This is an optimization exercise on Yosys and OpenROAD, whose aim is a short achievable clock period and few clock cycles, not a production implementation. Only simulation tests tie the RTL to the original design; equivalence was not proved. Power and IR drop assume default switching activity.

==> design.v <==
module alu_module (
    input  [9:0]  alu_sel,      
    input         alu_arith,    
    input  [31:0] alu_input_a,  
    input  [31:0] alu_input_b,
    input  [31:0] alu_other_a,  
    input  [31:0] alu_other_b,
    input  [31:0] alu_link,     
    input         alu_lt,       
    input         alu_ltu,      
    input         alu_gate_a,   
    input         alu_gate_b,   
    output [31:0] alu_output_result,
    output [31:0] alu_result_a,
    output [31:0] alu_result_b
);
    wire [31:0] sum = alu_input_a + alu_input_b;
    wire [31:0] dif = alu_input_a - alu_input_b;
    wire [31:0] sll = alu_other_a << alu_other_b[4:0];
    wire [31:0] srl = $signed({alu_arith & alu_other_a[31], alu_other_a}) >>> alu_other_b[4:0];
    wire [9:0] sel_a = alu_sel & {10{alu_gate_a}};
    wire [9:0] sel_b = alu_sel & {10{alu_gate_b}};
    assign alu_result_a =
          ({32{sel_a[0]}} & sum)
        | ({32{sel_a[1]}} & sll)
        | ({32{sel_a[2]}} & srl)
        | ({32{sel_a[3]}} & (alu_other_a ^ alu_other_b))
        | ({32{sel_a[4]}} & (alu_other_a | alu_other_b))
        | ({32{sel_a[5]}} & (alu_other_a & alu_other_b))
        | {31'b0, sel_a[6] & alu_lt}
        | {31'b0, sel_a[7] & alu_ltu}
        | ({32{sel_a[8]}} & alu_link)
        | ({32{sel_a[9]}} & dif);
    assign alu_result_b =
          ({32{sel_b[0]}} & sum)
        | ({32{sel_b[1]}} & sll)
        | ({32{sel_b[2]}} & srl)
        | ({32{sel_b[3]}} & (alu_other_a ^ alu_other_b))
        | ({32{sel_b[4]}} & (alu_other_a | alu_other_b))
        | ({32{sel_b[5]}} & (alu_other_a & alu_other_b))
        | {31'b0, sel_b[6] & alu_lt}
        | {31'b0, sel_b[7] & alu_ltu}
        | ({32{sel_b[8]}} & alu_link)
        | ({32{sel_b[9]}} & dif);
    assign alu_output_result =
          ({32{alu_sel[0]}} & sum)
        | ({32{alu_sel[1]}} & sll)
        | ({32{alu_sel[2]}} & srl)
        | ({32{alu_sel[3]}} & (alu_other_a ^ alu_other_b))
        | ({32{alu_sel[4]}} & (alu_other_a | alu_other_b))
        | ({32{alu_sel[5]}} & (alu_other_a & alu_other_b))
        | {31'b0, alu_sel[6] & alu_lt}
        | {31'b0, alu_sel[7] & alu_ltu}
        | ({32{alu_sel[8]}} & alu_link)
        | ({32{alu_sel[9]}} & dif);
endmodule
module compare_unit (
    input  [31:0] a,
    input  [31:0] b,
    output        eq,
    output        lt,
    output        ltu
);
    wire [31:0] e0 = {1'b1, ~(a[30:0] ^ b[30:0])};
    wire [31:0] l0 = {1'b0, ~a[30:0] & b[30:0]};
    wire [15:0] e1, l1;
    wire [7:0]  e2, l2;
    wire [3:0]  e3, l3;
    wire [1:0]  e4, l4;
    genvar i;
    generate
        for (i = 0; i < 16; i = i + 1) begin : t1
            assign e1[i] = e0[2*i+1] & e0[2*i];
            assign l1[i] = l0[2*i+1] | (e0[2*i+1] & l0[2*i]);
        end
        for (i = 0; i < 8; i = i + 1) begin : t2
            assign e2[i] = e1[2*i+1] & e1[2*i];
            assign l2[i] = l1[2*i+1] | (e1[2*i+1] & l1[2*i]);
        end
        for (i = 0; i < 4; i = i + 1) begin : t3
            assign e3[i] = e2[2*i+1] & e2[2*i];
            assign l3[i] = l2[2*i+1] | (e2[2*i+1] & l2[2*i]);
        end
        for (i = 0; i < 2; i = i + 1) begin : t4
            assign e4[i] = e3[2*i+1] & e3[2*i];
            assign l4[i] = l3[2*i+1] | (e3[2*i+1] & l3[2*i]);
        end
    endgenerate
    wire e_lo = e4[1] & e4[0];                        
    wire l_lo = l4[1] | (e4[1] & l4[0]);             
    wire e_hi = ~(a[31] ^ b[31]);
    assign eq  = e_hi & e_lo;
    assign ltu = (~a[31] & b[31]) | (e_hi & l_lo);
    assign lt  = (a[31] & ~b[31]) | (e_hi & l_lo);
endmodule
module register_file (
    input clk,
    input wire [4:0] read_reg1,
    input wire [4:0] read_reg2,
    input wire [4:0] write_reg,
    input wire write_enable,
    input wire [31:0] write_data,
    output reg [31:0] read_data1,
    output reg [31:0] read_data2
);
    reg [31:0] registers [1:31];
    genvar g;
    generate
        for (g = 1; g < 32; g = g + 1) begin : gr
            always @(posedge clk)
                if (write_enable && write_reg == g)
                    registers[g] <= write_data;
        end
    endgenerate
    integer i;
    always @(*) begin
        read_data1 = 32'b0;
        read_data2 = 32'b0;
        for (i = 1; i < 32; i = i + 1) begin
            read_data1 = read_data1 | ({32{read_reg1 == i}} & registers[i]);
            read_data2 = read_data2 | ({32{read_reg2 == i}} & registers[i]);
        end
    end
endmodule
module cpu (
    input         clk,
    input         reset_n,
    input         mmu_mem_ready,
    input [31:0]  mmu_data_out,
    output        mmu_write_enable,
    output        mmu_read_enable,
    output        mmu_mem_signed_read,
    output [ 1:0] mmu_mem_data_width,
    output [31:0] mmu_address,
    output [31:0] mmu_data_in,
    output wire [31:0] uart_data,
    output        rf_write_enable,
    output [ 4:0] rf_write_reg,
    output [31:0] rf_write_data
);
    assign mmu_write_enable = 1'b0;
    assign mmu_read_enable = 1'b1;
    assign mmu_mem_signed_read = 1'b0;
    assign mmu_mem_data_width = 2'b11;
    assign mmu_data_in = 32'b0;
    localparam NB = 16;         
    reg  [7:0] f_idx;           
    reg        f_first;         
    reg  [7:0] o_addr;          
    reg        d_valid;
    reg  [7:0] d_idx;
    reg        d_hit;           
    reg  [1:0] d_ctr;
    reg        e_valid;
    reg        j_mis;           
    reg  [7:0] j_tgt;           
    reg  [7:0] e_idx;
    reg  [21:0] e_hi;           
    reg  [21:0] e_hi_inc;       
    reg         hq_v;           
    reg  [21:0] hq_jalr, hq_tgt, hq_seq;
    reg         hq_jr, hq_tk;
    reg  [31:0] e_a, e_b, e_imm;
    reg  [31:0] e_an, e_bn;     
    reg  [4:0] e_rd;
    reg        e_writes;
    reg        e_const;         
    reg        e_csmall;        
    reg  [4:0] e_lreg;          
    reg  [3:0] initv [1:31];    
    reg  [31:1] initv_ok;
    reg        u_iw, u_ismall;  
    reg  [3:0] u_ival;
    reg  [9:0] e_cimm;          
    reg  [9:0] e_sel;
    reg        e_arith;
    reg        e_is_br, e_is_jal, e_is_jalr, e_ret;
    reg        e_c_eq, e_c_lt, e_c_ltu, e_inv;    
    reg        e_x1, e_x0;      
    reg  [7:0] e_tgt, e_r1, e_r0, e_pn, e_seq;
    reg        e_c10;           
    reg        e_cseq;          
    reg        e_hit;
    reg  [1:0] e_ctr;
    reg        w_we_n;
    reg  [4:0] w_rd_n;
    reg [31:0] w_res_n;
    reg        o_we;
    reg  [4:0] o_rd;
    reg [31:0] o_res;
    reg [31:0] uart_q;
    reg [31:0] x5_n;            
    reg  [7:0] ras;             
    reg        u_v;             
    reg  [7:0] u_idx, u_tgt;
    reg        u_ret, u_br, u_hit, u_tk, u_back;
    reg  [1:0] u_ctr;
    reg  [NB-1:0] btb_v;
    reg  [7:0] btb_tag [0:NB-1];
    reg  [NB-1:0] btb_ret;
    reg  [1:0] btb_ctr [0:NB-1];
    reg  [3:0] btb_iter [0:NB-1];   
    reg  [3:0] btb_trip [0:NB-1];   
    reg  [7:0] btb_nxt [0:NB-1];    
    reg  [3:0] btb_ptr;             
    wire       w_we = ~w_we_n;
    wire [4:0] w_rd = ~w_rd_n;
    wire [31:0] w_res = ~w_res_n;
    assign mmu_address = {22'b0, o_addr, 2'b00};
    assign rf_write_enable = o_we;
    assign rf_write_reg = o_rd;
    assign rf_write_data = o_res;
    assign uart_data = uart_q;
    wire [NB-1:0] f_m;
    wire [NB-1:0] d_m;          
    reg  [NB-1:0] e_m;          
    reg  [NB-1:0] u_en;         
    reg        u_alloc;         
    reg  [7:0] f_nxt;
    reg  [1:0] f_ctr;
    genvar gi;
    generate
        for (gi = 0; gi < NB; gi = gi + 1) begin : bm
            assign f_m[gi] = btb_v[gi] && btb_tag[gi] == f_idx;
            assign d_m[gi] = btb_v[gi] && btb_tag[gi] == d_idx;
        end
    endgenerate
    integer k;
    always @(*) begin
        f_nxt = 8'd0;
        f_ctr = 2'd0;
        for (k = 0; k < NB; k = k + 1) begin
            f_nxt = f_nxt | ({8{f_m[k]}} & btb_nxt[k]);
            f_ctr = f_ctr | ({2{f_m[k]}} & btb_ctr[k]);
        end
    end
    wire f_hit = |f_m;
    wire f_ret = |(f_m & btb_ret);
    wire [7:0] f_pred = !f_hit ? f_idx + 8'd1 : f_ret ? ras : f_nxt;
    wire [31:0] ir = mmu_data_out;
    wire [6:0] opc = ir[6:0];
    wire [2:0] f3 = ir[14:12];
    wire d_is_op   = opc == 7'b0110011;
    wire d_is_opi  = opc == 7'b0010011;
    wire d_is_br   = opc == 7'b1100011;
    wire d_is_jal  = opc == 7'b1101111;
    wire d_is_jalr = opc == 7'b1100111;
    wire [4:0] d_rd  = ir[11:7];
    wire [4:0] d_rs1 = ir[19:15];
    wire [4:0] d_rs2 = ir[24:20];
    wire d_alu = d_is_op | d_is_opi;
    wire d_writes = (d_alu | d_is_jal | d_is_jalr) && d_rd != 5'd0;
    wire [31:0] imm_i = {{20{ir[31]}}, ir[31:20]};
    wire [31:0] imm_b = {{20{ir[31]}}, ir[7], ir[30:25], ir[11:8], 1'b0};
    wire [31:0] imm_j = {{12{ir[31]}}, ir[19:12], ir[20], ir[30:21], 1'b0};
    wire [31:0] res, res_a, res_b;
    wire ev = e_valid & !j_mis;     
    wire e_wr = ev & e_writes;
    wire [31:0] rf1, rf2;
    register_file regfile (
        .clk(clk),
        .read_reg1(d_rs1),
        .read_reg2(d_rs2),
        .write_reg(w_rd),
        .write_enable(w_we),
        .write_data(w_res),
        .read_data1(rf1),
        .read_data2(rf2)
    );
    wire byp1 = e_wr && e_rd == d_rs1;
    wire byp2 = e_wr && e_rd == d_rs2 && !d_is_opi;
    wire byp1_w = w_we && w_rd == d_rs1;
    wire byp2_w = w_we && w_rd == d_rs2;
    wire keep1 = !byp1 && !byp1_w;
    wire wsel1 = !byp1 && byp1_w;
    wire keep2 = !byp2 && !byp2_w && !d_is_opi;
    wire wsel2 = !byp2 && byp2_w && !d_is_opi;
    wire [31:0] d_a = res_a | ({32{keep1}} & rf1) | ({32{wsel1}} & w_res);
    wire [31:0] d_b = res_b | ({32{keep2}} & rf2) | ({32{wsel2}} & w_res) | ({32{d_is_opi}} & imm_i);
    wire [7:0] d_seq = d_idx + 8'd1;
    wire [7:0] delta = f_idx - d_idx;
    wire [8:0] d_tgt_b = {1'b0, d_idx} + {1'b0, imm_b[9:2]};
    wire [8:0] d_tgt_j = {1'b0, d_idx} + {1'b0, imm_j[9:2]};
    wire [7:0] d_tgt = d_is_jal ? d_tgt_j[7:0] : d_tgt_b[7:0];
    wire [7:0] d_off = d_is_jal ? imm_j[9:2] : imm_b[9:2];
    wire d_ret = d_is_jalr && d_rs1 == 5'd1;
    wire d_redir_t = !d_hit && (d_is_jal || (d_is_br && ir[31]));
    wire [9:0] d_csum = e_cimm + imm_i[9:0];
    wire d_cj = !d_hit && d_is_jalr && !d_ret && ev && e_const && e_rd == d_rs1;
    wire [7:0] d_rtgt = d_ret ? ras : d_csum[9:2];
    wire d_redir_r = !d_hit && d_ret || d_cj;
    wire d_redir = d_valid && (d_redir_t || d_redir_r);
    wire d_tgt_ok = d_redir_t || (!d_redir_r && delta == d_off);
    wire d_seq_ok = d_redir_t ? (d_off == 8'd1) : d_redir_r ? (d_rtgt == d_seq) : (delta == 8'd1);
    wire [7:0] d_pn = d_redir_r ? d_rtgt : f_idx;    
    wire d_inv = f3[0];         
    wire [21:0] d_imm_hi = d_is_jal ? imm_j[31:10] : imm_b[31:10];
    wire d_c10 = d_is_jal ? d_tgt_j[8] : d_tgt_b[8];
    wire d_hi_t = !((d_imm_hi == 22'd0 && !d_c10) || (d_imm_hi == 22'h3fffff && d_c10));
    wire d_hi_s = d_idx == 8'hff;
    wire d_bad_t = !d_tgt_ok || d_hi_t;     
    wire d_bad_s = !d_seq_ok || d_hi_s;     
    wire [9:0] d_sel;
    assign d_sel[0] = (d_is_op && f3 == 3'b000 && !ir[30]) || (d_is_opi && f3 == 3'b000);
    assign d_sel[1] = d_alu && f3 == 3'b001;
    assign d_sel[2] = d_alu && f3 == 3'b101;
    assign d_sel[3] = d_alu && f3 == 3'b100;
    assign d_sel[4] = d_alu && f3 == 3'b110;
    assign d_sel[5] = d_alu && f3 == 3'b111;
    assign d_sel[6] = d_alu && f3 == 3'b010;
    assign d_sel[7] = d_alu && f3 == 3'b011;
    assign d_sel[8] = d_is_jal || d_is_jalr;
    assign d_sel[9] = d_is_op && f3 == 3'b000 && ir[30];
    wire eq, lt, ltu;
    compare_unit cmp (.a(e_a), .b(e_b), .eq(eq), .lt(lt), .ltu(ltu));
    wire [21:0] hi_seq = e_cseq ? e_hi_inc : e_hi;
    wire [21:0] hi_tgt = e_hi + e_imm[31:10] + {21'b0, e_c10};
    wire [31:0] link = {hi_seq, e_seq, 2'b00};
    alu_module alu (
        .alu_sel(e_sel),
        .alu_arith(e_arith),
        .alu_input_a(e_a),
        .alu_input_b(e_b),
        .alu_other_a(~e_an),
        .alu_other_b(~e_bn),
        .alu_link(link),
        .alu_lt(lt),
        .alu_ltu(ltu),
        .alu_gate_a(byp1),
        .alu_gate_b(byp2),
        .alu_output_result(res),
        .alu_result_a(res_a),
        .alu_result_b(res_b)
    );
    wire cond = (e_c_eq & eq) | (e_c_lt & lt) | (e_c_ltu & ltu);
    wire taken = (e_is_br & (cond ^ e_inv)) | e_is_jal;
    wire [31:0] jalr_t = e_a + e_imm;
    wire [7:0] jalr_idx = jalr_t[9:2];
    wire [9:0] ja = e_a[9:0], jb = e_imm[9:0];
    wire [9:0] jk = {e_pn, 2'b00};
    wire jc2 = (ja[1] & jb[1]) | ((ja[1] ^ jb[1]) & ja[0] & jb[0]);
    wire [9:3] jc = (ja[8:2] & jb[8:2]) | ((ja[8:2] ^ jb[8:2]) & ~jk[8:2]);
    wire jalr_ok_lo = ((ja[9:2] ^ jb[9:2] ^ jk[9:2]) == {jc, jc2});
    wire [31:10] ha_ = e_a[31:10], hb_ = e_imm[31:10], hk_ = e_hi;
    wire [31:11] hc = (ha_[30:10] & hb_[30:10]) | ((ha_[30:10] ^ hb_[30:10]) & ~hk_[30:10]);
    wire hi_rest = ((ha_[31:11] ^ hb_[31:11] ^ hk_[31:11]) == hc);
    wire [10:0] lo_sum = {1'b0, ja} + {1'b0, jb};
    wire hi_b10 = ha_[10] ^ hb_[10] ^ hk_[10];
    wire jalr_ok = jalr_ok_lo && hi_rest && (hi_b10 == lo_sum[10]);
    wire jm = ev && e_is_jalr && !jalr_ok;
    wire e_mis = ev && (cond ? e_x1 : e_x0);
    wire d_ok = d_valid && !e_mis && !j_mis;
    wire e_ctl = ev && (e_is_br || e_is_jal || e_is_jalr);    
    wire [1:0] ctr_inc = (u_ctr == 2'd3) ? 2'd3 : u_ctr + 2'd1;
    wire [1:0] ctr_dec = (u_ctr == 2'd0) ? 2'd0 : u_ctr - 2'd1;
    wire [1:0] ctr_new = !u_br ? 2'd3 : !u_hit ? (u_tk ? 2'd3 : 2'd1) : (u_tk ? ctr_inc : ctr_dec);
    reg  [3:0] d_iter_cur, d_trip_cur;      
    reg  [3:0] e_iter_cur, e_trip_cur;
    always @(*) begin
        d_iter_cur = 4'd0;
        d_trip_cur = 4'd0;
        for (k = 0; k < NB; k = k + 1) begin
            d_iter_cur = d_iter_cur | ({4{d_m[k]}} & btb_iter[k]);
            d_trip_cur = d_trip_cur | ({4{d_m[k]}} & btb_trip[k]);
        end
    end
    wire e_alloc = e_m == {NB{1'b0}};
    wire [3:0] e_iter_inc = (e_iter_cur == 4'hf) ? 4'hf : e_iter_cur + 4'd1;
    wire [3:0] e_iter_t = e_alloc ? 4'd1 : e_iter_inc;
    wire [3:0] e_seed = (e_lreg != 5'd0 && initv_ok[e_lreg]) ? initv[e_lreg] : 4'd0;
    wire [3:0] e_trip_t = e_alloc ? 4'd0 : e_trip_cur;    
    wire [3:0] e_trip_n = e_alloc ? 4'd1 : (e_iter_cur == 4'hf) ? 4'd0 : e_iter_inc;
    wire e_lv_t = e_imm[31] && e_trip_t != 4'd0;            
    wire e_lv_n = e_imm[31] && e_trip_n != 4'd0;
    wire e_lt_t = ({1'b0, e_iter_t} + 5'd1) < {1'b0, e_trip_t};    
    wire e_lt_n = 4'd1 < e_trip_n;
    reg  [3:0] u_iter_t, u_trip_t, u_trip_n;
    reg        u_lv_t, u_lv_n, u_lt_t, u_lt_n;
    reg  [3:0] u_seed;
    wire [3:0] trip_t = u_alloc ? u_seed : u_trip_t;
    wire lv_t = u_alloc ? (u_back && u_seed != 4'd0) : u_lv_t;
    wire lt_t = u_alloc ? (u_seed > 4'd2) : u_lt_t;
    reg  [7:0] u_seq;
    wire [3:0] iter_new = u_tk ? u_iter_t : 4'd0;
    wire [3:0] trip_new = u_tk ? trip_t : u_trip_n;
    wire lv = u_tk ? lv_t : u_lv_n;
    wire lt_ = u_tk ? lt_t : u_lt_n;
    wire pred_tk = !u_br || (lv ? lt_ : ctr_new[1]);
    wire [7:0] nxt_new = pred_tk ? u_tgt : u_seq;
    wire [7:0] f_other = (d_valid && d_redir_t) ? d_tgt : (d_valid && d_redir_r) ? d_rtgt : f_pred;
    wire mis1 = ev && e_x1, mis0 = ev && e_x0;
    wire m1 = mis1 || f_first || j_mis;
    wire m0 = mis0 || f_first || j_mis;
    wire [7:0] r1 = j_mis ? j_tgt : f_first ? 8'd1 : e_r1;
    wire [7:0] r0 = j_mis ? j_tgt : f_first ? 8'd1 : e_r0;
    wire [7:0] f1 = m1 ? r1 : f_other;
    wire [7:0] f0 = m0 ? r0 : f_other;
    wire [7:0] f_next = cond ? f1 : f0;
    wire dv1 = !mis1 && !d_redir && !j_mis, dv0 = !mis0 && !d_redir && !j_mis;
    wire d_valid_next = cond ? dv1 : dv0;
    wire e_valid_next = cond ? (!mis1 && !j_mis && d_valid) : (!mis0 && !j_mis && d_valid);
    always @(posedge clk, negedge reset_n) begin
        if (!reset_n) begin
            f_first <= 1'b1;
            o_addr <= 8'd0;
            d_valid <= 1'b0;
            e_valid <= 1'b0;
            j_mis <= 1'b0;
            o_we <= 1'b0;
            w_we_n <= 1'b1;
            e_hi <= 22'd0;
            e_hi_inc <= 22'd1;
            hq_v <= 1'b0;
            ras <= 8'd0;
            u_v <= 1'b0;
            btb_v <= {NB{1'b0}};
            btb_ptr <= 4'd0;
            initv_ok <= 31'd0;
            u_iw <= 1'b0;
            u_en <= {NB{1'b0}};
        end else begin
            f_first <= 1'b0;
            o_addr <= f_next;
            d_valid <= d_valid_next;
            e_valid <= e_valid_next;
            j_mis <= jm;
            o_we <= e_wr;
            w_we_n <= ~e_wr;
            hq_v <= e_mis || jm;
            if (hq_v) begin
                e_hi <= hq_jr ? hq_jalr : hq_tk ? hq_tgt : hq_seq;
                e_hi_inc <= (hq_jr ? hq_jalr : hq_tk ? hq_tgt : hq_seq) + 22'd1;
            end
            if (d_valid && (d_is_jal || d_is_jalr) && d_rd == 5'd1)
                ras <= d_seq;
            u_v <= e_ctl;
            u_iw <= e_wr && e_const;
            for (k = 1; k < 32; k = k + 1)
                if (u_iw && w_rd == k)
                    initv_ok[k] <= u_ismall;
            if (e_ctl && e_m == {NB{1'b0}})
                btb_ptr <= btb_ptr + 4'd1;
            for (k = 0; k < NB; k = k + 1)
                if (u_en[k])
                    btb_v[k] <= 1'b1;
            u_en <= {NB{e_ctl}} & ((e_m == {NB{1'b0}}) ? ({{(NB-1){1'b0}}, 1'b1} << btb_ptr) : e_m);
        end
    end
    always @(posedge clk) begin
        f_idx <= f_next;
        d_idx <= f_first ? 8'd0 : f_idx;
        d_hit <= f_hit;
        d_ctr <= f_ctr;
        e_idx <= d_idx;
        e_a <= d_a;
        e_b <= d_b;
        e_an <= ~d_a;
        e_bn <= ~d_b;
        e_imm <= d_is_jal ? imm_j : d_is_br ? imm_b : imm_i;
        e_rd <= d_rd;
        e_writes <= d_writes;
        e_const <= d_is_opi && f3 == 3'b000 && d_rs1 == 5'd0;
        e_cimm <= imm_i[9:0];
        e_csmall <= imm_i[11:4] == 8'd0 && imm_i[3:0] != 4'd0;
        e_lreg <= (d_rs2 == 5'd0) ? d_rs1 : (d_rs1 == 5'd0) ? d_rs2 : 5'd0;
        u_ival <= e_cimm[3:0];      
        u_ismall <= e_csmall;
        for (k = 1; k < 32; k = k + 1)
            if (u_iw && u_ismall && w_rd == k)
                initv[k] <= u_ival;
        e_sel <= d_sel;
        e_arith <= ir[30];
        e_is_br <= d_is_br;
        e_is_jal <= d_is_jal;
        e_is_jalr <= d_is_jalr;
        e_ret <= d_ret;
        e_c_eq <= d_is_br && f3[2:1] == 2'b00;
        e_c_lt <= d_is_br && f3[2:1] == 2'b10;
        e_c_ltu <= d_is_br && f3[2:1] == 2'b11;
        e_inv <= d_inv;
        if (d_is_br) begin
            e_x1 <= d_inv ? d_bad_s : d_bad_t;
            e_x0 <= d_inv ? d_bad_t : d_bad_s;
            e_r1 <= d_inv ? d_seq : d_tgt;
            e_r0 <= d_inv ? d_tgt : d_seq;
        end else begin
            e_x1 <= d_is_jal ? d_bad_t : !d_is_jalr && d_bad_s;
            e_x0 <= d_is_jal ? d_bad_t : !d_is_jalr && d_bad_s;
            e_r1 <= d_is_jal ? d_tgt : d_seq;
            e_r0 <= d_is_jal ? d_tgt : d_seq;
        end
        e_tgt <= d_tgt;
        e_c10 <= d_c10;
        hq_jalr <= jalr_t[31:10];
        hq_tgt <= hi_tgt;
        hq_seq <= hi_seq;
        hq_jr <= e_is_jalr;
        hq_tk <= taken;
        e_seq <= d_seq;
        e_cseq <= d_idx == 8'hff;
        e_pn <= d_pn;
        e_hit <= d_hit;
        e_ctr <= d_ctr;
        w_rd_n <= ~e_rd;
        w_res_n <= ~res;
        o_rd <= e_rd;
        o_res <= res;
        uart_q <= (w_we && w_rd == 5'd5) ? w_res : ~x5_n;
        if (w_we && w_rd == 5'd5)
            x5_n <= ~w_res;
        u_idx <= e_idx;
        u_alloc <= e_m == {NB{1'b0}};
        e_m <= d_m;
        e_iter_cur <= d_iter_cur;
        e_trip_cur <= d_trip_cur;
        u_iter_t <= e_iter_t;
        u_trip_t <= e_trip_t;
        u_trip_n <= e_trip_n;
        u_lv_t <= e_lv_t;
        u_lv_n <= e_lv_n;
        u_lt_t <= e_lt_t;
        u_seed <= e_seed;
        u_lt_n <= e_lt_n;
        u_seq <= e_seq;
        u_ret <= e_ret;
        u_ctr <= e_ctr;
        u_hit <= e_hit;
        u_br <= e_is_br;
        u_tk <= taken;
        u_back <= e_imm[31];
        u_tgt <= e_is_jalr ? jalr_idx : e_tgt;
        j_tgt <= jalr_idx;
        for (k = 0; k < NB; k = k + 1) begin
            if (u_en[k]) begin
                btb_tag[k] <= u_idx;
                btb_ret[k] <= u_ret;
                btb_ctr[k] <= ctr_new;
                btb_nxt[k] <= nxt_new;
                btb_iter[k] <= iter_new;
                btb_trip[k] <= trip_new;
            end
        end
    end
endmodule
==> flow/run.sh <==
#!/bin/bash
# Layout flow: the standard flow (standard.sh) with two changes in
# synthesis, both after the register mapping, which stays the standard flow's own:
#  - ABC maps the logic with flow/abc_map.script (delay-oriented standard-cell
#    mapping) in place of ORFS's abc_speed.script;
#  - flow/upsize.tcl sets the combinational cells of drive strength 0 and 1
#    to drive strength 2 (same function and pins), so that the weakest cells
#    do not drive the longer wires.
# Every later step of the layout is the standard flow's own. Each tool's output goes to
# the ORFS logs under orfs/logs; make's own output goes to own_flow.log.
set -euo pipefail
W=$(pwd)
F=$W/flow
tail -n 1 "$W/synth_recipe.tcl" | grep -q '^write_verilog'
{
  echo 'proc abc {args} {'
  echo '  set i [lsearch $args -script]'
  echo "  if {\$i >= 0} { lset args [expr {\$i+1}] {$F/abc_map.script} }"
  echo '  yosys abc {*}$args'
  echo '}'
  head -n -1 "$W/synth_recipe.tcl"
  echo "source {$F/upsize.tcl}"
  tail -n 1 "$W/synth_recipe.tcl"
} > "$W/own_synth.tcl"
sed "s#SYNTH_SCRIPT=[^ ]*#SYNTH_SCRIPT=$W/own_synth.tcl#" "$W/standard.sh" > "$W/own_standard.sh"
grep -q "SYNTH_SCRIPT=$W/own_synth.tcl" "$W/own_standard.sh"
bash "$W/own_standard.sh" > "$W/own_flow.log" 2>&1
==> flow/abc_map.script <==
strash
dch -f
map -B 0.9
topo
==> flow/upsize.tcl <==
chtype -set sky130_fd_sc_hd__a2111o_2 t:sky130_fd_sc_hd__a2111o_1
chtype -set sky130_fd_sc_hd__a2111oi_2 t:sky130_fd_sc_hd__a2111oi_0
chtype -set sky130_fd_sc_hd__a2111oi_2 t:sky130_fd_sc_hd__a2111oi_1
chtype -set sky130_fd_sc_hd__a211o_2 t:sky130_fd_sc_hd__a211o_1
chtype -set sky130_fd_sc_hd__a211oi_2 t:sky130_fd_sc_hd__a211oi_1
chtype -set sky130_fd_sc_hd__a21bo_2 t:sky130_fd_sc_hd__a21bo_1
chtype -set sky130_fd_sc_hd__a21boi_2 t:sky130_fd_sc_hd__a21boi_0
chtype -set sky130_fd_sc_hd__a21boi_2 t:sky130_fd_sc_hd__a21boi_1
chtype -set sky130_fd_sc_hd__a21o_2 t:sky130_fd_sc_hd__a21o_1
chtype -set sky130_fd_sc_hd__a21oi_2 t:sky130_fd_sc_hd__a21oi_1
chtype -set sky130_fd_sc_hd__a221o_2 t:sky130_fd_sc_hd__a221o_1
chtype -set sky130_fd_sc_hd__a221oi_2 t:sky130_fd_sc_hd__a221oi_1
chtype -set sky130_fd_sc_hd__a22o_2 t:sky130_fd_sc_hd__a22o_1
chtype -set sky130_fd_sc_hd__a22oi_2 t:sky130_fd_sc_hd__a22oi_1
chtype -set sky130_fd_sc_hd__a2bb2o_2 t:sky130_fd_sc_hd__a2bb2o_1
chtype -set sky130_fd_sc_hd__a2bb2oi_2 t:sky130_fd_sc_hd__a2bb2oi_1
chtype -set sky130_fd_sc_hd__a311o_2 t:sky130_fd_sc_hd__a311o_1
chtype -set sky130_fd_sc_hd__a311oi_2 t:sky130_fd_sc_hd__a311oi_1
chtype -set sky130_fd_sc_hd__a31o_2 t:sky130_fd_sc_hd__a31o_1
chtype -set sky130_fd_sc_hd__a31oi_2 t:sky130_fd_sc_hd__a31oi_1
chtype -set sky130_fd_sc_hd__a32o_2 t:sky130_fd_sc_hd__a32o_1
chtype -set sky130_fd_sc_hd__a32oi_2 t:sky130_fd_sc_hd__a32oi_1
chtype -set sky130_fd_sc_hd__a41o_2 t:sky130_fd_sc_hd__a41o_1
chtype -set sky130_fd_sc_hd__a41oi_2 t:sky130_fd_sc_hd__a41oi_1
chtype -set sky130_fd_sc_hd__and2_2 t:sky130_fd_sc_hd__and2_0
chtype -set sky130_fd_sc_hd__and2_2 t:sky130_fd_sc_hd__and2_1
chtype -set sky130_fd_sc_hd__and2b_2 t:sky130_fd_sc_hd__and2b_1
chtype -set sky130_fd_sc_hd__and3_2 t:sky130_fd_sc_hd__and3_1
chtype -set sky130_fd_sc_hd__and3b_2 t:sky130_fd_sc_hd__and3b_1
chtype -set sky130_fd_sc_hd__and4_2 t:sky130_fd_sc_hd__and4_1
chtype -set sky130_fd_sc_hd__and4b_2 t:sky130_fd_sc_hd__and4b_1
chtype -set sky130_fd_sc_hd__and4bb_2 t:sky130_fd_sc_hd__and4bb_1
chtype -set sky130_fd_sc_hd__fa_2 t:sky130_fd_sc_hd__fa_1
chtype -set sky130_fd_sc_hd__ha_2 t:sky130_fd_sc_hd__ha_1
chtype -set sky130_fd_sc_hd__maj3_2 t:sky130_fd_sc_hd__maj3_1
chtype -set sky130_fd_sc_hd__mux2_2 t:sky130_fd_sc_hd__mux2_1
chtype -set sky130_fd_sc_hd__mux4_2 t:sky130_fd_sc_hd__mux4_1
chtype -set sky130_fd_sc_hd__nand2_2 t:sky130_fd_sc_hd__nand2_1
chtype -set sky130_fd_sc_hd__nand2b_2 t:sky130_fd_sc_hd__nand2b_1
chtype -set sky130_fd_sc_hd__nand3_2 t:sky130_fd_sc_hd__nand3_1
chtype -set sky130_fd_sc_hd__nand3b_2 t:sky130_fd_sc_hd__nand3b_1
chtype -set sky130_fd_sc_hd__nand4_2 t:sky130_fd_sc_hd__nand4_1
chtype -set sky130_fd_sc_hd__nand4b_2 t:sky130_fd_sc_hd__nand4b_1
chtype -set sky130_fd_sc_hd__nand4bb_2 t:sky130_fd_sc_hd__nand4bb_1
chtype -set sky130_fd_sc_hd__nor2_2 t:sky130_fd_sc_hd__nor2_1
chtype -set sky130_fd_sc_hd__nor2b_2 t:sky130_fd_sc_hd__nor2b_1
chtype -set sky130_fd_sc_hd__nor3_2 t:sky130_fd_sc_hd__nor3_1
chtype -set sky130_fd_sc_hd__nor3b_2 t:sky130_fd_sc_hd__nor3b_1
chtype -set sky130_fd_sc_hd__nor4_2 t:sky130_fd_sc_hd__nor4_1
chtype -set sky130_fd_sc_hd__nor4b_2 t:sky130_fd_sc_hd__nor4b_1
chtype -set sky130_fd_sc_hd__nor4bb_2 t:sky130_fd_sc_hd__nor4bb_1
chtype -set sky130_fd_sc_hd__o2111a_2 t:sky130_fd_sc_hd__o2111a_1
chtype -set sky130_fd_sc_hd__o2111ai_2 t:sky130_fd_sc_hd__o2111ai_1
chtype -set sky130_fd_sc_hd__o211a_2 t:sky130_fd_sc_hd__o211a_1
chtype -set sky130_fd_sc_hd__o211ai_2 t:sky130_fd_sc_hd__o211ai_1
chtype -set sky130_fd_sc_hd__o21a_2 t:sky130_fd_sc_hd__o21a_1
chtype -set sky130_fd_sc_hd__o21ai_2 t:sky130_fd_sc_hd__o21ai_0
chtype -set sky130_fd_sc_hd__o21ai_2 t:sky130_fd_sc_hd__o21ai_1
chtype -set sky130_fd_sc_hd__o21ba_2 t:sky130_fd_sc_hd__o21ba_1
chtype -set sky130_fd_sc_hd__o21bai_2 t:sky130_fd_sc_hd__o21bai_1
chtype -set sky130_fd_sc_hd__o221a_2 t:sky130_fd_sc_hd__o221a_1
chtype -set sky130_fd_sc_hd__o221ai_2 t:sky130_fd_sc_hd__o221ai_1
chtype -set sky130_fd_sc_hd__o22a_2 t:sky130_fd_sc_hd__o22a_1
chtype -set sky130_fd_sc_hd__o22ai_2 t:sky130_fd_sc_hd__o22ai_1
chtype -set sky130_fd_sc_hd__o2bb2a_2 t:sky130_fd_sc_hd__o2bb2a_1
chtype -set sky130_fd_sc_hd__o2bb2ai_2 t:sky130_fd_sc_hd__o2bb2ai_1
chtype -set sky130_fd_sc_hd__o311a_2 t:sky130_fd_sc_hd__o311a_1
chtype -set sky130_fd_sc_hd__o311ai_2 t:sky130_fd_sc_hd__o311ai_0
chtype -set sky130_fd_sc_hd__o311ai_2 t:sky130_fd_sc_hd__o311ai_1
chtype -set sky130_fd_sc_hd__o31a_2 t:sky130_fd_sc_hd__o31a_1
chtype -set sky130_fd_sc_hd__o31ai_2 t:sky130_fd_sc_hd__o31ai_1
chtype -set sky130_fd_sc_hd__o32a_2 t:sky130_fd_sc_hd__o32a_1
chtype -set sky130_fd_sc_hd__o32ai_2 t:sky130_fd_sc_hd__o32ai_1
chtype -set sky130_fd_sc_hd__o41a_2 t:sky130_fd_sc_hd__o41a_1
chtype -set sky130_fd_sc_hd__o41ai_2 t:sky130_fd_sc_hd__o41ai_1
chtype -set sky130_fd_sc_hd__or2_2 t:sky130_fd_sc_hd__or2_0
chtype -set sky130_fd_sc_hd__or2_2 t:sky130_fd_sc_hd__or2_1
chtype -set sky130_fd_sc_hd__or2b_2 t:sky130_fd_sc_hd__or2b_1
chtype -set sky130_fd_sc_hd__or3_2 t:sky130_fd_sc_hd__or3_1
chtype -set sky130_fd_sc_hd__or3b_2 t:sky130_fd_sc_hd__or3b_1
chtype -set sky130_fd_sc_hd__or4_2 t:sky130_fd_sc_hd__or4_1
chtype -set sky130_fd_sc_hd__or4b_2 t:sky130_fd_sc_hd__or4b_1
chtype -set sky130_fd_sc_hd__or4bb_2 t:sky130_fd_sc_hd__or4bb_1
chtype -set sky130_fd_sc_hd__sedfxbp_2 t:sky130_fd_sc_hd__sedfxbp_1
chtype -set sky130_fd_sc_hd__sedfxtp_2 t:sky130_fd_sc_hd__sedfxtp_1
chtype -set sky130_fd_sc_hd__xnor2_2 t:sky130_fd_sc_hd__xnor2_1
chtype -set sky130_fd_sc_hd__xnor3_2 t:sky130_fd_sc_hd__xnor3_1
chtype -set sky130_fd_sc_hd__xor2_2 t:sky130_fd_sc_hd__xor2_1
chtype -set sky130_fd_sc_hd__xor3_2 t:sky130_fd_sc_hd__xor3_1
==> standard.sh <==
#!/bin/bash
# synth_recipe.tcl (not shown) runs the flow's synth.tcl, then flattens the netlist and writes it again
# the make line also repeats each setting of config.mk as NAME=value (left out here)
make -C /OpenROAD-flow-scripts/flow DESIGN_CONFIG=/design/flow/config.mk WORK_HOME=/design/flow/orfs CLKGATE_MAP_FILE= SYNTH_SCRIPT=/design/flow/synth_recipe.tcl "${@:-finish}"
==> config.mk <==
export PLATFORM = sky130hd
export DESIGN_NAME = cpu
export DESIGN_NICKNAME = cpu
export VERILOG_FILES = /design/flow/design.v
export SDC_FILE = /design/flow/constraint.sdc
export NUM_CORES = 8
export LEC_CHECK = 0
export ABC_CLOCK_PERIOD_IN_PS = 2400
export CAP_MARGIN = 20
export CORE_MARGIN = 2
export CORE_UTILIZATION = 40
export PLACE_DENSITY = 0.5
export SETUP_SLACK_MARGIN = 4.3
export SLEW_MARGIN = 20
==> constraint.sdc <==
create_clock -name core_clock -period 6.7 [get_ports {clk}]
set_input_delay 1.3400 -clock core_clock [delete_from_list [all_inputs] [get_ports {clk}]]
set_output_delay 1.3400 -clock core_clock [all_outputs]
set_load 0.01 [all_outputs]
==> impl_results.md, run 1 <==
- Crit. End Element: flip-flop
- Final hold slack: 0.3079 ns
- CTS tree: built
- P_leak: 0.06488 uW
- Via count: 100.9k
- Fin Clk Skew: 0.08537 ns
- Tot GR Track Use: 37.22%
- Synthesized area: 0.1311 mm^2
- Initial antenna violation count: 40
- Combinational power share: 33.5%
- Area grow syn2layout: 35.18%
- Crit path DAT: 3.74 ns
- Pwr Density: 269.7 mW/mm^2
- H-tree lvl count: 5
- Yosys Warn Count: 13
- Vias per inst: 5.737
- Die span in y: 576.5 um
- Final Non-Filler Cells: 17.58k
- Worst-path fanout max: 13
- TritonCTS Buffers: 276
- Drt first pass iters: 5
- Max Fclk: 337.8 MHz
- Placed Area: 0.1416 mm^2
- Sw Ratio: 35.81%
- Clock root cell: clkbuf_16
- First-pass GRT wire length: 846,200 um
- Worst-path clk slew: 0.06 ns
- Post-DP HPWL: 389,800 um
- Power Internal: 30,690 uW
- Row count: 210
- Post-layout util: 54.23%
- CORE AREA: 0.3269 mm^2
- Sink Count: 2,236
- DRC: 0
- Routed WL: 635,900 um
- Gr ovfl total: 0
- RSZ-0062 raised after global routing: true
- Sequential power share: 34.6%
- Tcrit/Tclk final: 44.19%
- Count of hold-fix buffers inserted at cts: 0
- Ports: 174
- Required @ worst endpoint: 7.48 ns
- Slew HR: 20.85%
- Crit path cell chain: buf_8, buf_12, nor2_4, nand3_4, buf_12, o21ai_2, nor2_2, o2111ai_2, clkinv_1, nand4_4, nand2_4, nand2_4, nor3_4, nand3_2, clkinv_2
- Placed Instances: 15.71k
- WL/cell: 36.17 um
- Tmin final: 2.961 ns
- Max-slew violations: 0
- Max-cap viol count: 0
- Worst Hold Class: reg -> reg
- Slew @ Worst Pin: 1.186 ns
- Mean Syn Cell Area: 11.96 um^2
- Die width: 576.5 um
- Die ar.: 0.3324 mm^2
- Final hold vios: 0
- Status: timing/DRC/antenna clean
- Sw Pwr: 17,120 uW
- Worst setup SP type: primary input
- Setup-failing EPs final: 0
- Slowest stage delay, CP: 0.47 ns
- Maximum VDD drop: 0.2146 mV
- Gpl congestion: 0.9462
- Port Buffers: 111
- DRT iter0 DRCs: 11.01k
- Antenna Violating Nets Remaining: 0
- Clock tree buffer depth: 4
- Vias in the first global route: 97.99k
- Clock latency (worst-skew pair): 0.97 ns
- Largest net degree at the start of global routing: 65
- Setup TNS Final: 0 ns
- Layout cell share with drive strength beyond 1: 74.48%
- Post-route cell area: 0.1773 mm^2
- CP Class: in -> reg
- Clk network pwr share: 31.9%
- Syn Inst Count: 10.97k
- Initial core utilization: 40.12%
- Layout net count: 13.33k
- Crit path max-delay cell type: nor2_4
## per-layer routing
metal / vias up / track usage [%] / part of all wire (%)
met2: 5373 / 55.87 / 43
li1: 42510 / - / -
met1: 51280 / 48.26 / 40
met5: - / 0 / 0.024
met4: 14 / 22.46 / 7.8
met3: 1696 / 9.467 / 9.5
## cell type report
type,instances,area (um^2)
antenna,16,40.04
clock buffer,374,7706
clock inverter,117,1221
fill,27690,149600
inverter,1509,8061
multi-input combinational,7229,72570
sequential,2236,61650
tap,4346,5438
timing repair buffer,1732,20120
timing repair inverter,24,447.9
## cell usage in the layout (no fill, tap or decap), types with 62 or more instances in the layout
cell type,n
a21oi_2,292
ha_4,67
conb_1,62
nor2_2,621
clkbuf_1,65
buf_12,310
buf_16,65
dfxtp_1,367
nand4_2,191
ha_2,188
clkinv_2,150
clkinv_1,1150
a21oi_4,71
o21ai_2,680
dfrtp_1,126
clkinv_8,65
nand3_4,95
nand3_2,398
edfxtp_1,1580
o21ai_4,70
dfxtp_4,77
o211ai_2,73
nand2_4,214
nor2_4,232
nand2_2,2383
clkinv_4,87
inv_2,67
xor2_2,133
buf_8,77
buf_4,913
buf_6,299
o22ai_2,282
a221oi_2,152
nor3_2,78
dfxtp_2,77
clkbuf_16,287
## per-stage QoR
step	setup slack (ns)	power, uW
floorplan	2.163	25010
global placement	1.048	28630
detailed placement	0.9949	28730
CTS	3.846	46800
global route	3.777	49310
finish	3.739	47810
## state kept, by name, summed over array words and instances (netlist names), 64 cells and up
name	flops
btb_tag	128
initv	124
btb_trip	64
regfile.registers	992
btb_nxt	128
btb_iter	64
## what timing repair did
action                     in CTS  in global routing
gates resized for setup      2533                649
setup buffers                 971                328
pin swaps                     571                574
hold endpoints to repair        0                  0
setup endpoints to repair    1749                603
gates cloned                   56                  4
## final timing paths
| kind | from | end | slack [ns] | cells after the start |
|---|---|---|---|---|
| hold reg to reg | e_idx[2] | u_idx[2] | 0.31 | 0 |
| setup reg to reg | e_b[2] | e_a[26] | 3.87 | 16 |
| max in group asynchronous | reset_n | e_hi[16] | 4.86 | 2 |
| min in group asynchronous | reset_n | btb_ptr[0] | 0.43 | 1 |
| hold / removal | e_idx[2] | u_idx[2] | 0.31 | 0 |
| setup / recovery | mmu_data_out[20] | e_bn[26] | 3.74 | 15 |
## power groups by stage
stage	Clock (uW)	Combinational, uW	Sequential (uW)
after floorplan	0	8300	16700
after global placement	0	11900	16700
after detailed placement	0	12000	16700
after CTS	15400	14900	16500
after global routing	15900	16900	16600
final	15200	16000	16500
## worst max-delay path: cells and delay by family
kind | cells | cell delay, ns
AO/OA/AOI/OAI | 2 | 0.28
buffers and inverters | 5 | 0.74
AND/OR/NAND/NOR | 8 | 1.31
Testbench counts, summed over its fixed seeds: cycles 32,674.
==> run 2, diff against run 1 <==
--- a/config.mk
+++ b/config.mk
@@ -10,5 +10,5 @@
 export CORE_MARGIN = 2
 export CORE_UTILIZATION = 40
-export PLACE_DENSITY = 0.5
+export PLACE_DENSITY = 0.55
 export SETUP_SLACK_MARGIN = 4.3
 export SLEW_MARGIN = 20
==> impl_results.md, run 2 <==
- Count of hold-fix buffers inserted at cts: 0 (unchanged)
- Required @ worst endpoint: 7.47 ns (about the same)
- RSZ-0062 raised after global routing: true
- Worst-path fanout max: 7 (-6)
- CORE AREA: 0.3269 mm^2 (unchanged)
- Max-cap viol count: 0 (unchanged)
- Top reg by flops: regfile.registers
- Max Fclk: 329.5 MHz (-2.5%)
- Synthesized area: 0.1311 mm^2 (unchanged)
- P_leak: 0.06469 uW (-0.29%)
- Tmin final: 3.035 ns (+0.07449 ns)
- Max FFs per register: 992 (unchanged)
- Worst Hold Class: reg -> reg
- Layout net count: 13.35k (+0.15%)
- Final hold vios: 0 (unchanged)
- Status: timing/DRC/antenna clean
- Vias per inst: 5.785 (+0.84%)
- Fin Clk Skew: 0.1013 ns (+0.01588 ns)
- Syn Inst Count: 10.97k (unchanged)
- Routed WL: 617,100 um (-3.0%)
- DRC: 0 (unchanged)
- WL/cell: 35.06 um (-3.1%)
- H-tree lvl count: 5 (unchanged)
- Largest net degree at the start of global routing: 77 (+18%)
- Die span in y: 576.5 um (unchanged)
- Setup-failing EPs final: 0 (unchanged)
- Clock latency (worst-skew pair): 0.97 ns (about the same)
- Setup TNS Final: 0 ns (unchanged)
- Crit. End Element: flip-flop
- Delay-heaviest family, CP: simple AND/OR/NAND/NOR gates
- Port Buffers: 111 (unchanged)
- TritonCTS Buffers: 270 (-2.2%)
- Pwr Density: 271.7 mW/mm^2 (+0.71%)
- Slowest stage delay, CP: 0.35 ns (-0.12 ns)
- Max-slew violations: 0 (unchanged)
- Commonest non-fill, non-tap cell in the layout: nand2_2
- Die ar.: 0.3324 mm^2 (unchanged)
- Yosys Warn Count: 13 (unchanged)
- Vias in the first global route: 99.55k (+1.6%)
- Fillers: 27.33k (-1.3%)
- Tcrit/Tclk final: 45.30% (+1.1 points)
- Power consumption: 48,130 uW (+0.67%)
- DRT iter0 DRCs: 11.68k (+6.1%)
- Busiest grt layer: met2
- Gpl congestion: 0.9330 (-1.4%)
- Gr ovfl total: 0 (unchanged)
- Post-DP HPWL: 371,500 um (-4.7%)
- Area grow syn2layout: 35.12% (about the same)
- Crit path max-delay cell type: nor4_4
- Sink Count: 2,236 (unchanged)
- CTS tree: built
- Maximum VDD drop: 0.2401 mV (+12%)
- Slew @ Worst Pin: 1.262 ns (+0.07635 ns)
- Slew HR: 15.76% (-5.1 points)
- Row count: 210 (unchanged)
- Initial core utilization: 40.12% (unchanged)
- Worst setup SP type: primary input
- Final hold slack: 0.3166 ns (+0.008769 ns)
- Clock tree buffer depth: 4 (unchanged)
- CP Class: in -> reg
- Layout cell share with drive strength beyond 1: 74.68% (+0.20 points)
- Crit path DAT: 3.80 ns (+0.06 ns)
- Worst-path clk slew: 0.06 ns (about the same)
- Clock root cell: clkbuf_16
- Top Registers: regfile.registers: 992 flops, btb_nxt: 128 flops, btb_tag: 128 flops
- WP buf/inv: 6 (+1)
- Drt first pass iters: 5 (unchanged)
- Tot GR Track Use: 35.86% (-1.4 points)
- Ports: 174 (unchanged)
- First-pass GRT wire length: 824,400 um (-2.6%)
- Crit path cell chain: buf_16, clkinv_8, buf_12, nor2_4, nand3_4, buf_4, buf_6, o22ai_2, nor4_4, nand4_4, nand2_4, nand4_4, a21oi_4, clkinv_2
- Antenna Violating Nets Remaining: 0 (unchanged)
- Initial antenna violation count: 23 (-43%)
- Met3 usage in global routing: 10.14% (+0.67 points)
- Die width: 576.5 um (unchanged)
- Mean Syn Cell Area: 11.96 um^2 (unchanged)
- Via count: 101.8k (+0.95%)
- Global routing usage on met1: 45.00% (-3.3 points)
- Met2 Use GR: 54.42% (-1.5 points)
- Crit path top cell by count: nand4_4
- Most frequent cells in the layout: 2,416 x nand2_2, 1,580 x edfxtp_1, 1,148 x clkinv_1, 953 x buf_4, 677 x o21ai_2
## run 2: changes by cell type in the layout (fill, tap and decap cells not counted), moves of 12 or more
cell / before / now
nand2_2: 2383 / 2416
dfxtp_1: 367 / 352
buf_8: 77 / 65
nand2_4: 214 / 170
buf_4: 913 / 953
clkinvlp_4: 14 / 26
buf_6: 299 / 316
buf_2: 40 / 24
## run 2: timing repair
action / 4_1_cts / 5_1_grt
setup buffers: 981 / 353
resized for setup: 2604 / 541
pin swaps: 607 / 474
endpoints found under the setup margin: 1719 / 731
cloned: 60 / 10
## run 2: area by class of cell
cell class | instances | area (um^2) | area share (%)
diodes | 9 | 22.52 | 0.01271
clock buffers | 353 | 7331 | 4.138
clock inverters | 139 | 1614 | 0.9110
inverters | 1509 | 8045 | 4.541
multi-input cells | 7230 | 72340 | 40.83
flip-flops and latches | 2236 | 61690 | 34.82
well taps | 4346 | 5438 | 3.069
repair buffers | 1754 | 20210 | 11.41
repair inverters | 27 | 489.2 | 0.2761
## run 2: power breakdown
group	switching (uW)	internal, uW
combinational	9890	6510
clock	6450	8760
sequential	908	15600
## run 2: layer usage
metal,vias to the layer above,routed length [um]
li1,42520,-
met5,-,338
met3,1926,63630
met2,5799,267200
met4,20,49520
met1,51570,236300
## run 2: metrics by stage
step | cells | util [%] | setup slack, ns | cell area [um^2]
global route | 17600 | 54.20 | 3.705 | 177200
detailed placement | 15690 | 43.27 | 1.167 | 141400
floorplan | 11030 | - | 2.163 | 133000
global placement | 15690 | 43.25 | 1.165 | 141400
CTS | 17230 | 52.39 | 3.789 | 171200
finish | 17600 | 54.20 | 3.665 | 177200
## run 2: final timing paths
path | from | to | slack [ns] | cells after the start
setup / recovery | mmu_data_out[23] | e_b[14] | 3.66 | 14
hold / removal | e_idx[2] | u_idx[2] | 0.32 | 0
setup reg to reg | e_b[13] | u_tk | 3.89 | 19
hold reg to reg | e_idx[2] | u_idx[2] | 0.32 | 0
max in group asynchronous | reset_n | e_hi[19] | 5.10 | 2
min in group asynchronous | reset_n | btb_ptr[3] | 0.42 | 1
## run 2: worst register-to-register path: cells and delay by family, from the launching register on
kind                     cells  cell delay, ns
AO/OA/AOI/OAI                5            0.59
adder cells (fa/ha/maj)      1            0.23
buffers and inverters        5            0.63
flip-flops                   1            0.41
AND/OR/NAND/NOR              8            0.80
==> run 3, diff against run 2 <==
--- a/design.v
+++ b/design.v
@@ -162,5 +162,4 @@
     reg         hq_jr, hq_tk;
     reg  [31:0] e_a, e_b, e_imm;
-    reg  [31:0] e_an, e_bn;     
     reg  [4:0] e_rd;
     reg        e_writes;
@@ -322,6 +321,6 @@
         .alu_input_a(e_a),
         .alu_input_b(e_b),
-        .alu_other_a(~e_an),
-        .alu_other_b(~e_bn),
+        .alu_other_a(e_a),
+        .alu_other_b(e_b),
         .alu_link(link),
         .alu_lt(lt),
@@ -455,6 +454,4 @@
         e_a <= d_a;
         e_b <= d_b;
-        e_an <= ~d_a;
-        e_bn <= ~d_b;
         e_imm <= d_is_jal ? imm_j : d_is_br ? imm_b : imm_i;
         e_rd <= d_rd;
--- a/config.mk
+++ b/config.mk
@@ -10,5 +10,5 @@
 export CORE_MARGIN = 2
 export CORE_UTILIZATION = 40
-export PLACE_DENSITY = 0.55
+export PLACE_DENSITY = 0.5
 export SETUP_SLACK_MARGIN = 4.3
 export SLEW_MARGIN = 20
==> impl_results.md, run 3 <==
- Status: timing/DRC/antenna clean
- Sink Count: 2,172 (-2.9%)
- Crit path cell chain: buf_6
- P_leak: 0.06262 uW (-3.2%)
- Gr ovfl total: 0 (unchanged)
- Power consumption: 46,850 uW (-2.7%)
- Top reg by flops: regfile.registers
- RSZ-0062 raised after global routing: true
- WP depth: 1 (-13)
- Synthesized area: 0.1279 mm^2 (-2.5%)
- Setup TNS Final: 0 ns (unchanged)
- Worst-path fanout max: 1 (-6)
- TritonCTS Buffers: 267 (-1.1%)
- Row count: 207 (-1.4%)
- Combinational power share: 34.8% (+0.7 points)
- Yosys Warn Count: 13 (unchanged)
- Worst Hold Class: reg -> reg
- Max FFs per register: 992 (unchanged)
- First-pass GRT wire length: 854,100 um (+3.6%)
- RR Endpoint: o_res[12]
- Sw Ratio: 36.48% (+0.64 points)
- Commonest non-fill, non-tap cell in the layout: nand2_2
- FF-to-FF setup slack: 3.83 ns (-0.06 ns)
- Final hold vios: 0 (unchanged)
- Via count: 101.0k (-0.78%)
- CTS tree: built
- Tmin final: 2.937 ns (-0.09813 ns)
- Layout cell share with drive strength beyond 1: 75.47% (+0.79 points)
- Syn Inst Count: 10.55k (-3.8%)
- Worst setup SP type: flip-flop
- Sw Pwr: 17,090 uW (-0.91%)
- Initial antenna violation count: 32 (+39%)
- Worst-path clk slew: 0.07 ns (about the same)
- Crit path launch: o_addr[7]
- Port Buffers: 111 (unchanged)
- Die width: 569.4 um (-1.2%)
- Ports: 174 (unchanged)
- Maximum VDD drop: 0.3016 mV (+26%)
- Vias per inst: 5.945 (+2.8%)
- Setup-failing EPs final: 0 (unchanged)
- Slowest stage delay, CP: 0.51 ns (+0.16 ns)
- H-tree lvl count: 5 (unchanged)
- Worst r2r src: e_b[1]
- Top Registers: regfile.registers: 992 flops, btb_nxt: 128 flops, btb_tag: 128 flops
- Clk network pwr share: 31.1% (-0.5 points)
- Power Internal: 29,760 uW (-3.6%)
- Max-cap viol count: 0 (unchanged)
- Reg2Reg Depth: 15 (-4)
- Drt first pass iters: 7 (+2)
- Die ar.: 0.3242 mm^2 (-2.5%)
- CP Class: reg -> out
- WP buf/inv: 1 (-5)
- Final Non-Filler Cells: 17.00k (-3.4%)
- Clock latency (worst-skew pair): 0.95 ns (-0.02 ns)
- Post-DP HPWL: 383,500 um (+3.2%)
- Gpl congestion: 0.9379 (+0.53%)
- Most frequent cells in the layout: 2,437 x nand2_2, 1,580 x edfxtp_1, 985 x clkinv_1, 934 x buf_4, 680 x o21ai_2
- Tot GR Track Use: 38.67% (+2.8 points)
- Max-slew violations: 0 (unchanged)
- Crit path DAT: 1.60 ns (-2.20 ns)
- Required @ worst endpoint: 5.36 ns (-2.11 ns)
- Mean Syn Cell Area: 12.12 um^2 (+1.3%)
- Tcrit/Tclk final: 43.84% (-1.5 points)
- Fillers: 26.89k (-1.6%)
- Max Fclk: 340.5 MHz (+3.3%)
- Placed Instances: 15.14k (-3.5%)
- Worst hold path depth: 0 (unchanged)
- Slew HR: 18.47% (+2.7 points)
- Area grow syn2layout: 34.72%
- Die span in y: 569.4 um (-1.2%)
- Delay-heaviest family, CP: flip-flops
- Slew @ Worst Pin: 1.221 ns (-0.04071 ns)
- Crit path to: mmu_address[9]
- Vias in the first global route: 97.99k (-1.6%)
- Routed WL: 644,400 um (+4.4%)
- DRC: 0 (unchanged)
- Initial core utilization: 40.20% (+0.084 points)
- WL/cell: 37.91 um (+8.2%)
- Sequential power share: 34.1% (-0.2 points)
- Layout net count: 12.88k (-3.5%)
- CORE AREA: 0.3181 mm^2 (-2.7%)
- Fin Clk Skew: 0.05703 ns (-0.04422 ns)
- DRT iter0 DRCs: 11.76k (+0.68%)
- Clock root cell: clkbuf_16
- Clock tree buffer depth: 4 (unchanged)
- Antenna Violating Nets Remaining: 0 (unchanged)
- Crit. End Element: primary output
- Crit path max-delay cell type: dfrtp_2
- Largest net degree at the start of global routing: 59 (-23%)
- Pwr Density: 272.0 mW/mm^2 (+0.13%)
run 3: final cells by class:
class | count | area (um^2) | share of cell area (%)
inverters | 1329 | 7305 | 4.241
clock buffers | 355 | 7436 | 4.317
repair buffers | 1719 | 20180 | 11.72
repair inverters | 35 | 621.8 | 0.3610
multi-input cells | 7063 | 69990 | 40.64
clock inverters | 122 | 1076 | 0.6247
diodes | 21 | 52.55 | 0.03051
well taps | 4180 | 5230 | 3.036
flip-flops and latches | 2172 | 60360 | 35.04
run 3: metrics by stage:
step	util, %	hold WS, ns	setup slack (ns)	cell area (um^2)
after floorplan	-	0.3096	2.728	129000
after global placement	43.20	0.3103	1.110	137400
after detailed placement	43.25	0.3121	1.039	137600
after CTS	52.64	0.3252	3.725	167400
after global routing	54.15	0.3307	3.742	172200
final	54.16	0.3250	3.763	172200
run 3: worst min path at each step:
stage | start | to | slack (ns)
2_1_floorplan | d_ctr[0] | e_ctr[0] | 0.31
3_3_place_gp | e_idx[5] | u_idx[5] | 0.31
3_5_place_dp | e_ctr[1] | u_ctr[1] | 0.31
4_1_cts | e_idx[7] | u_idx[7] | 0.33
5_1_grt | e_idx[3] | u_idx[3] | 0.33
6_report | e_idx[1] | u_idx[1] | 0.33
run 3: power groups by stage:
stage | Sequential [uW] | Clock (uW) | Combinational (uW)
6_report | 16000 | 14600 | 16300
3_3_place_gp | 16300 | 0 | 11700
2_1_floorplan | 16200 | 0 | 8090
3_5_place_dp | 16300 | 0 | 11800
5_1_grt | 16000 | 15200 | 17000
4_1_cts | 15900 | 14700 | 15200
run 3: what timing repair did:
item | CTS | global route
pin swaps | 504 | 384
setup endpoints to repair | 1662 | 760
resized for setup | 2507 | 449
cloned | 79 | 8
buffers inserted | 1011 | 254
hold buffers | 0 | 0
run 3: layer usage:
layer / track usage, % / share of wire [%] / vias to the layer above
li1: - / - / 41440
met1: 49.35 / 39 / 51550
met2: 57.64 / 43 / 5948
met3: 11.23 / 11 / 2090
met4: 23.72 / 8.0 / 14
met5: 0.1785 / 0.020 / -
Testbench counts of run 3, summed over its fixed seeds: cycles 32,674.
==> run 4, diff against run 3 <==
--- a/flow/run.sh
+++ b/flow/run.sh
@@ -6,5 +6,6 @@
 #  - flow/upsize.tcl sets the combinational cells of drive strength 0 and 1
 #    to drive strength 2 (same function and pins), so that the weakest cells
-#    do not drive the longer wires.
+#    do not drive the longer wires, and gives the registers that drive output
+#    ports (o_*, uart_q) drive strength 4.
 # Every later step of the layout is the standard flow's own. Each tool's output goes to
 # the ORFS logs under orfs/logs; make's own output goes to own_flow.log.
--- a/flow/upsize.tcl
+++ b/flow/upsize.tcl
@@ -88,2 +88,4 @@
 chtype -set sky130_fd_sc_hd__xor2_2 t:sky130_fd_sc_hd__xor2_1
 chtype -set sky130_fd_sc_hd__xor3_2 t:sky130_fd_sc_hd__xor3_1
+chtype -set sky130_fd_sc_hd__dfrtp_4 c:o_addr* c:o_we*
+chtype -set sky130_fd_sc_hd__dfxtp_4 c:o_rd* c:o_res* c:uart_q*
==> impl_results.md, run 4 <==
- Max-slew violations: 0 (unchanged)
- Max Fclk: 334.3 MHz (-1.8%)
- Syn Inst Count: 10.55k (unchanged)
- Multi-input logic area: 0.06977 mm^2 (-0.32%)
- Setup ws final: 3.709 ns (-0.05427 ns)
- Reg2Reg Depth: 17 (+2)
- Clock latency (worst-skew pair): 0.96 ns (about the same)
- WP buf/inv: 1 (unchanged)
- Clock root cell: clkbuf_16
- Tcrit/Tclk final: 44.65% (+0.81 points)
- Fin Clk Skew: 0.06800 ns (+0.01097 ns)
- Largest net degree at the start of global routing: 78 (+32%)
- Mean Syn Cell Area: 12.15 um^2 (+0.23%)
- CORE AREA: 0.3183 mm^2 (about the same)
- Pwr Density: 271.9 mW/mm^2 (about the same)
- Clock tree buffer depth: 4 (unchanged)
- Antenna Violating Nets Remaining: 0 (unchanged)
- Die ar.: 0.3249 mm^2 (+0.23%)
- CTS tree: built
- Die span in y: 570.0 um (+0.11%)
- Gpl congestion: 0.9349 (-0.32%)
- Most frequent cells in the layout: 2,450 x nand2_2, 1,580 x edfxtp_1, 970 x buf_4, 962 x clkinv_1, 682 x o21ai_2
- Slew @ Worst Pin: 1.201 ns (-0.02009 ns)
- Die width: 570.0 um (+0.11%)
- Final hold vios: 0 (unchanged)
- Vias per inst: 5.847 (-1.7%)
- Drt first pass iters: 6 (-1)
- Routed WL: 628,700 um (-2.4%)
- Port Buffers: 111 (unchanged)
- Max-cap viol count: 0 (unchanged)
- Commonest non-fill, non-tap cell in the layout: nand2_2
- Worst-path fanout max: 1 (unchanged)
- Area grow syn2layout: 35.11%
- Vias in the first global route: 95.69k (-2.3%)
- Post-place setup slack: 0.9604 ns (-0.07870 ns)
- TritonCTS Buffers: 263 (-1.5%)
- Worst setup SP type: flip-flop
- FF-to-FF setup slack: 3.85 ns (+0.02 ns)
- Crit. End Element: primary output
- Worst hold path depth: 0 (unchanged)
- Fillers: 26.69k (-0.73%)
- Row count: 207 (unchanged)
- First-pass GRT wire length: 827,000 um (-3.2%)
- WL/cell: 36.93 um (-2.6%)
- Status: timing/DRC/antenna clean
- RR Endpoint: e_b[26]
- Synthesized area: 0.1281 mm^2 (+0.23%)
- DRC: 0 (unchanged)
- Required @ worst endpoint: 5.36 ns (about the same)
- Top reg by flops: regfile.registers
- Layout net count: 12.93k (+0.35%)
- Hold endpoint: u_idx[1]
- Slew HR: 19.81% (+1.3 points)
- Post-DP HPWL: 382,100 um (-0.35%)
- Layout cell share with drive strength beyond 1: 75.87% (+0.39 points)
- Ports: 174 (unchanged)
- Top Registers: regfile.registers: 992 flops, btb_nxt: 128 flops, btb_tag: 128 flops
- Tmin final: 2.991 ns (+0.05427 ns)
- Crit path max-delay cell type: dfrtp_4
- Maximum VDD drop: 0.2660 mV (-12%)
- P_leak: 0.06316 uW (+0.86%)
- Storage element area: 0.06055 mm^2 (+0.33%)
- Initial core utilization: 40.26% (+0.059 points)
- Worst Hold Class: reg -> reg
- Sink Count: 2,172 (unchanged)
- Worst r2r src: e_b[0]
- Crit path DAT: 1.65 ns (+0.05 ns)
- Setup TNS Final: 0 ns (unchanged)
- Tot GR Track Use: 37.25% (-1.4 points)
- Initial antenna violation count: 35 (+9.4%)
- DRT iter0 DRCs: 12.11k (+3.0%)
- Slowest stage delay, CP: 0.57 ns (+0.06 ns)
- Delay-heaviest family, CP: flip-flops
- RSZ-0062 raised after global routing: true
- Crit path cell chain: buf_6
- Hold Path Origin: e_idx[1]
- CP Class: reg -> out
- Via count: 99.52k (-1.5%)
- Yosys Warn Count: 13 (unchanged)
- Max FFs per register: 992 (unchanged)
- Worst-path clk slew: 0.05 ns (-0.02 ns)
- Gr ovfl total: 0 (unchanged)
- Setup-failing EPs final: 0 (unchanged)
- H-tree lvl count: 5 (unchanged)
[run 4: worst max-delay path by stage]
stage / start / endpoint / slack (ns) / cells after the start
finish: o_addr[5] / mmu_address[7] / 3.71 / 1
detailed placement: mmu_data_out[21] / e_b[9] / 0.96 / 12
global route: o_addr[5] / mmu_address[7] / 3.70 / 1
floorplan: mmu_data_out[20] / e_b[15] / 2.73 / 11
CTS: o_addr[5] / mmu_address[7] / 3.67 / 1
global placement: mmu_data_out[21] / e_b[9] / 0.97 / 12
[run 4: report_power, final]
group | internal [uW] | total (uW) | switching [uW]
logic | 6500 | 16500 | 9980
clock network | 8400 | 14600 | 6200
registers | 15100 | 16000 | 853
total | 30000 | 47100 | 17000
[run 4: through the flow]
step | utilization, % | total power [uW] | hold WS, ns | cell area [um^2] | std cells
after floorplan | - | 24280 | 0.3096 | 129300 | 10610
after detailed placement | 43.30 | 28000 | 0.3128 | 137800 | 15130
after global placement | 43.22 | 27920 | 0.3103 | 137600 | 15120
after CTS | 52.48 | 45710 | 0.3249 | 167100 | 16630
after global routing | 54.39 | 48420 | 0.3288 | 173100 | 17020
final | 54.39 | 47070 | 0.3229 | 173100 | 17020
[run 4: layout make-up]
class	instances	area share [%]
tap	4180	3.021
multi-input combinational	7059	40.30
clock inverter	116	0.6966
antenna	8	0.01156
timing repair inverter	31	0.2811
sequential	2172	34.97
timing repair buffer	1776	12.14
clock buffer	351	4.254
inverter	1329	4.321
[run 4: layer usage]
layer | global-route usage [%] | vias to the layer above | wire (um)
li1 | - | 41500 | -
met1 | 48.58 | 50480 | 247200
met2 | 56.11 | 5681 | 270300
met3 | 8.833 | 1828 | 61770
met4 | 22.04 | 32 | 48850
met5 | 0.5057 | - | 608
[run 4: what timing repair did]
action | in CTS | in global routing
resized for setup | 2505 | 498
cloned | 63 | 13
setup buffers | 965 | 367
hold buffers | 0 | 0
endpoints found under the hold margin | 0 | 0
setup endpoints to repair | 1666 | 572
pin swaps | 466 | 441

==> static timing again, ports no longer ideal <==
No port has a modelled driver above. Below, the same layouts with a new extraction and two added sets of constraints. Step 1, drivers: a clkbuf_16 drives clk and a buf_2 each remaining input, both assumed. Step 2 moves the port delays by t, midway between the first and last clock arrival at a register: inputs arrive t later, outputs are due t later. That takes back most of the time a late clock gives input paths. a / b / c = ideal / step 1 / step 2; a / b = the first two.
| run | shift t [ns] | slack for setup (ns) | clock arrival spread, ns | worst register clock-pin slew, ns | pins driven straight from the clock port |
|---|---|---|---|---|---|
| run 1 | 1.039 | 3.739 / 3.715 / 2.676 | 0.088 / 0.088 | 0.07 / 0.07 | 1 |
| run 2 | 1.027 | 3.665 / 3.652 / 2.624 | 0.107 / 0.107 | 0.07 / 0.07 | 1 |
| run 3 | 1.020 | 3.763 / 3.653 / 2.819 | 0.071 / 0.072 | 0.07 / 0.07 | 1 |
| run 4 | 1.035 | 3.709 / 3.599 / 2.803 | 0.071 / 0.071 | 0.07 / 0.07 | 1 |
After both steps every run listed still meets setup and hold. The setup slack of run 1, which loses most, moves by -0.024 ns with the drivers and by -1.063 ns with both steps.
